What follows belongs to an exercise in optimizing a design on an open flow for small area; a production flow would make more cautious choices. The RTL was checked by simulation tests, not by an equivalence proof against the original design. The flow treats the clock pin as an ideal source. Dropping or thinning the clock tree relies on that and would not hold on a real chip. Power is estimated from default activity; no workload was simulated.

== north ==
==> flow/design.v (excerpt) <==
module detection_counter_keeper(in_reset, in_count_increment,
displ0, displ1, displ2, displ3, displ4, displ5);
For scale: about 150 cells after synthesis, about 24 flip-flops, roughly 50 I/O pins, about 1200 um^2 of cells after synthesis.
==> module digit_units, before the edit <==
module digit_units(s, wrap, seg, n, is9);
input [3:0] s;
input wrap;
output [6:0] seg;
output [3:0] n;
output is9;
localparam [111:0] SEG  = 112'hf0c5ceecc44cc0050a0a04444;
localparam [63:0]  NEXT = 64'h5858cccc4c33f0f0;
localparam [15:0]  IS9  = 16'h202;
genvar i;
generate
  for (i = 0; i < 7; i = i + 1) begin : g
    assign seg[i] = SEG[16*i + s];
  end
endgenerate
assign n[0] = NEXT[0 + s];
assign n[1] = NEXT[16 + s] | wrap;
assign n[2] = NEXT[32 + s];
assign n[3] = NEXT[48 + s];
assign is9 = IS9[s];
endmodule
==> flow/config.mk <==
export PLATFORM = sky130hd
export DESIGN_NAME = detection_counter_keeper
export DESIGN_NICKNAME = detection_counter_keeper
export VERILOG_FILES = /design/flow/design.v
export SDC_FILE = /design/flow/constraint.sdc
export NUM_CORES = 4
export LEC_CHECK = 0
export ABC_AREA = 1
export CAP_MARGIN = 20
export CORE_AREA = 3 3 72 72
export DIE_AREA = 0 0 75 75
export SLEW_MARGIN = 20
export SYNTH_HIERARCHICAL = 1
export SYNTH_MINIMUM_KEEP_SIZE = 0
==> flow/constraint.sdc <==
create_clock -name core_clock -period 50.0 [get_ports {in_count_increment}]
set_input_delay 10.0000 -clock core_clock [delete_from_list [all_inputs] [get_ports {in_count_increment}]]
set_output_delay 10.0000 -clock core_clock [all_outputs]
set_load 0.01 [all_outputs]
standard.sh (not shown) runs the stock make flow with config.mk's settings and CLKGATE_MAP_FILE= SYNTH_SCRIPT=/design/flow/synth_recipe.tcl, a recipe that flattens the netlist after the stock synthesis.
==> flow/flow/run.sh <==
#!/bin/bash
# Own layout flow: the standard ORFS flow (same config.mk, make targets and
# synthesis script) with these changes:
#  - port buffering uses the smallest buffer (buf_1) instead of the default;
#  - the constant decimal-point outputs share one tie cell;
#  - after CTS, flow/post_cts.tcl replaces the small clock tree by a single
#    buf_12 driving every flip-flop (all registers see the same clock).
# Each tool's output goes to its own log in this folder (and ORFS's logs).
set -euo pipefail
W=$(pwd)
F=$W/flow
export MY_ABC_SCRIPT=$F/abc_area_plain.script
export BUFFER_PORTS_ARGS="-buffer_cell sky130_fd_sc_hd__buf_1"
export CTS_ARGS="-sink_clustering_enable -dont_use_dummy_load -buf_list sky130_fd_sc_hd__clkbuf_16 -root_buf sky130_fd_sc_hd__clkbuf_16 -repair_clock_nets"
export POST_CTS_TCL=$F/post_cts.tcl
export SKIP_REPAIR_TIE_FANOUT=1
export SYNTH_INSBUF=0
make -C "$FLOW_HOME" DESIGN_CONFIG=$W/config.mk WORK_HOME=$W/orfs CLKGATE_MAP_FILE= \
  SYNTH_SCRIPT=$F/synth.tcl synth > $W/make_synth.log 2>&1
make -C "$FLOW_HOME" DESIGN_CONFIG=$W/config.mk WORK_HOME=$W/orfs CLKGATE_MAP_FILE= \
  SYNTH_SCRIPT=$F/synth.tcl finish > $W/make_finish.log 2>&1
R=$W/orfs/results/$FLOW_PLATFORM/detection_counter_keeper/base
: # left out here: write the final layout as DEF
Other scripts of this flow, unchanged in this note and not shown: flow/flow/abc_area_plain.script, flow/flow/post_cts.tcl, flow/flow/synth.tcl
Input changes introduced in south (baseline for comparison: north):
-- flow/design.v --
<<< north, line 5
output [3:0] n;
output is9;
localparam [111:0] SEG  = 112'hf0c5ceecc44cc0050a0a04444;
localparam [63:0]  NEXT = 64'h5858cccc4c33f0f0;
localparam [15:0]  IS9  = 16'h202;
genvar i;
>>> south, line 5
output [3:0] n;
output is9;
localparam [111:0] SEG  = 112'hf0c5ccecc44cc0050a0a04444;
localparam [63:0]  NEXT = 64'h5858cccc4c73f0f0;
localparam [15:0]  IS9  = 16'h202;
genvar i;
Notes after the runs:
Compared with north, south is the less power-hungry design. In the tables for north and south, routed via count divided by cell count reads higher with north. The run showing the smaller total global-route track usage is south. Summary of south over north: post-synthesis to final-layout area growth level, worst path setup slack after routing essentially unchanged, cell area after layout barely changed. Summary of the comparison: routability congestion estimate is lower in south, relative to north. south vs north — routed via count dropped slightly.
No run of this note takes its clock network from TritonCTS; it comes from the design's own scripts or RTL.

==> static timing again, ports no longer ideal <==
The results above use ideal ports. As a check the final layouts listed here were re-extracted and re-timed, cells and wires unchanged.
Step 1: set_driving_cell puts a clkbuf_16 on in_count_increment and a buf_2 on each other input, an assumption about the parent block.
Step 2 also shifts input and output timing later by t, the mid clock arrival at the registers, as if the neighbouring blocks saw the same clock.
Three values: ideal, step 1, step 2; two values: the first two.
run	t, ns	setup WS [ns]	worst setup path at the end
north	0.162	38.705 / 38.674 / 38.835	register to output
south	0.161	38.705 / 38.673 / 38.833	register to output
After both steps every run listed still meets setup and hold.
